From an optimization exercise on the open Yosys and OpenROAD flow, aimed at small area; shortcuts taken in it are not production practice. Function was checked by simulation only, so behaviour that the tests miss may differ from the original. Power is estimated from default activity; no workload was simulated.

==> flow/design.v (excerpt) <==
module soc_top (
    input  logic        clk,
    input  logic        rst,
    input  logic [45:0] ui,
    output logic [11:0] upc,
    output logic [31:0] mem_addr,
    output logic        mem_re,
    input  logic [31:0] mem_rdata,
    output logic        mem_we,
    output logic [31:0] mem_wdata,
    output logic        uart_tx_ready,
    output logic [7:0]  uart_tx_data,
    output logic [3:0]  flags,
    output logic        commit_valid,
    output logic [31:0] commit_instr,
    output logic [511:0] regfile_dbg
);
    wire [11:0] ui_next     = ui[11:0];
    wire        ui_jam_z    = ui[12];
    wire        ui_jam_n    = ui[13];
    wire        ui_dispatch = ui[14];
    wire        ui_endi     = ui[15];
    wire [7:0]  ui_alu_op   = ui[23:16];
    wire [3:0]  ui_src_a    = ui[27:24];
    wire [3:0]  ui_src_b    = ui[31:28];
    wire        ui_a_is_rs1 = ui[32];
    wire        ui_b_is_rs2 = ui[33];
    wire        ui_wr_rd    = ui[34];
    wire        ui_wr_pc    = ui[35];
    wire        ui_wr_mar   = ui[36];
    wire        ui_wr_mdr   = ui[37];
    wire        ui_mem_rd   = ui[39];
    wire        ui_mem_wr   = ui[40];
    wire        ui_ir_load  = ui[41];
    wire        ui_pc_inc   = ui[42];
    wire        ui_flags_we = ui[43];
    wire        ui_imm_load = ui[44];
    wire        ui_io_space = ui[45];
    logic [31:0] pc_q, ir_q, mar_q, mdr_q;
    logic [17:0] imm_q;             
    logic        n_q, z_q, c_q;
    logic [31:0] alu_y;
    logic        alu_n, alu_z, alu_c;
    wire [3:0] rd  = ir_q[25:22];
    wire [3:0] rs1 = ir_q[21:18];
    wire [3:0] rs2 = ir_q[17:14];
    wire [31:0] imm = {{14{imm_q[17]}}, imm_q};
    wire op_hi0  = (ui_alu_op[7:4] == 4'd0);
    wire op_pass = op_hi0 && ui_alu_op[3:0] == 4'd0;
    wire op_add  = op_hi0 && ui_alu_op[3:0] == 4'd1;
  ...
Size: about 2400 cells after synthesis, about 34000 sq um of cells after synthesis.
clock: 12.0 ns
lec_check: 0
cap_margin: 10
core_margin: 2
core_utilization: 56
slew_margin: 10
synth_hierarchical: 1
standard.sh (not shown) runs the stock make flow with config.mk's settings and CLKGATE_MAP_FILE= SYNTH_SCRIPT=/design/flow/synth_recipe.tcl, a recipe that flattens the netlist after the stock synthesis.
==> flow/flow/run.sh <==
#!/bin/bash
# Own layout flow: the standard flow (standard synthesis unchanged), with
# plain buf_1 cells as the port buffers and a clock tree of clkbuf_8 cells
# over clusters of up to 14 sinks, without dummy loads. make's full output
# goes to flow_make.log; ORFS also keeps each step's log under orfs/logs/.
set -euo pipefail
bash standard.sh \
  "BUFFER_PORTS_ARGS=-buffer_cell sky130_fd_sc_hd__buf_1" \
  "CTS_ARGS=-sink_clustering_enable -repair_clock_nets -dont_use_dummy_load -buf_list {sky130_fd_sc_hd__clkbuf_8} -sink_clustering_size 14 -sink_clustering_max_diameter 60" \
  SKIP_REPAIR_TIE_FANOUT=1 \
  finish > flow_make.log 2>&1
==> next run, changes <==
Settings changed: CORE_UTILIZATION 56 to 40.
- wire length went up by 8.2%
- utilization went down by 18 points
- setup slack improves by 0.37 ns
- register-to-register slack is about the same
- hold slack degrades by 0.021 ns
- die area went up by 39%
- cell count went up by 9.5%

soc_top, a different RTL version from the one above (not shown whole).
Size in the first run: roughly 2500 cells after synthesis, roughly 720 I/O pins, about 0.034 mm² of cells after synthesis.
export LEC_CHECK = 0
export CAP_MARGIN = 20
export CORE_MARGIN = 2
export CORE_UTILIZATION = 40
export SLEW_MARGIN = 20
export SYNTH_HIERARCHICAL = 1
create_clock -name core_clock -period 12.0 [get_ports {clk}]
==> flow/flow/run.sh <==
#!/bin/bash
# Own layout flow: the standard flow (standard synthesis unchanged), with
# plain buf_1 cells as the port buffers and a clock tree built from smaller
# clock buffers without dummy loads. make's full output goes to flow_make.log;
# ORFS also keeps each step's log under orfs/logs/.
set -euo pipefail
bash standard.sh \
  "BUFFER_PORTS_ARGS=-buffer_cell sky130_fd_sc_hd__buf_1" \
  "CTS_ARGS=-sink_clustering_enable -repair_clock_nets -dont_use_dummy_load -buf_list {sky130_fd_sc_hd__clkbuf_4 sky130_fd_sc_hd__clkbuf_8}" \
  finish > flow_make.log 2>&1
The first run passed the timing, DRC and antenna checks.
Next try:
==> flow/run.sh (new file) <==
#!/bin/bash
# synth_recipe.tcl (not shown) runs the flow's synth.tcl, then flattens the netlist and writes it again
# the make line also repeats each setting of config.mk as NAME=value (left out here)
make -C /OpenROAD-flow-scripts/flow DESIGN_CONFIG=/design/flow/config.mk WORK_HOME=/design/flow/orfs CLKGATE_MAP_FILE= SYNTH_SCRIPT=/design/flow/synth_recipe.tcl finish
removed: flow/flow/run.sh
removed: flow/standard.sh
What happened:
- synthesized area is unchanged
- design area increases by 13%
- utilization increases by 6.3 points
- die area is unchanged
- via count decreases by 2.0%
- worst setup slack is worse by 120 ps
Next try:
==> flow/flow/run.sh (new file) <==
#!/bin/bash
# Own layout flow: the standard flow (standard synthesis unchanged), with
# plain buf_1 cells as the port buffers and a clock tree of clkbuf_8 cells
# over clusters of up to 16 sinks, without dummy loads. make's full output
# goes to flow_make.log; ORFS also keeps each step's log under orfs/logs/.
set -euo pipefail
bash standard.sh \
  "BUFFER_PORTS_ARGS=-buffer_cell sky130_fd_sc_hd__buf_1" \
  "CTS_ARGS=-sink_clustering_enable -repair_clock_nets -dont_use_dummy_load -buf_list {sky130_fd_sc_hd__clkbuf_8} -sink_clustering_size 16 -sink_clustering_max_diameter 60" \
  SKIP_REPAIR_TIE_FANOUT=1 \
  finish > flow_make.log 2>&1
==> flow/standard.sh (new file) <==
#!/bin/bash
# synth_recipe.tcl (not shown) runs the flow's synth.tcl, then flattens the netlist and writes it again
# the make line also repeats each setting of config.mk as NAME=value (left out here)
make -C /OpenROAD-flow-scripts/flow DESIGN_CONFIG=/design/flow/config.mk WORK_HOME=/design/flow/orfs CLKGATE_MAP_FILE= SYNTH_SCRIPT=/design/flow/synth_recipe.tcl "${@:-finish}"
Settings changed: CAP_MARGIN 20 to 10, SLEW_MARGIN 20 to 10.
removed: flow/run.sh
=> Clock power is lower by 51%; hold slack gets better by 8.8 ps; setup slack gets better by 13 ps; die area stays the same; cell area is lower by about 14%; count of clock-buffer cells in the layout is lower by 41; wire length is lower by 2.6%; power is lower by about 24%.

[afterwards: timing with drivers on the ports]
The flow's constraints put no driver on any port. The routed layouts listed below were extracted and timed again, unchanged, in two steps.
Step 1 assumes that a clkbuf_16 drives the clock port and a buf_2 every other input.
Step 2 adds t to the input delays and takes it off the output delays; t is the mean of the earliest and latest rising clock arrival at the registers after step 1. Input paths then give back, and output paths get back, about the clock's delay inside the block.
Slacks: ideal ports / drivers / drivers and shift; pairs: ideal ports / drivers.
run	t (ns)	slack for setup (ns)	cell pins on the clock port's net
the first run of note 1	0.757	1.968 / 2.009 / 1.252	1
the second run of note 1	0.734	2.338 / 2.370 / 1.637	1
the first run of note 2	0.811	1.856 / 1.875 / 1.063	1
the second run of note 2	0.709	1.738 / 1.768 / 1.059	1
the third run of note 2	0.797	1.751 / 1.791 / 0.994	1
After both steps setup and hold are still met in every run listed. The setup slack of the first run of note 2, which loses most, moves by +0.019 ns with the drivers and by -0.793 ns with both steps.
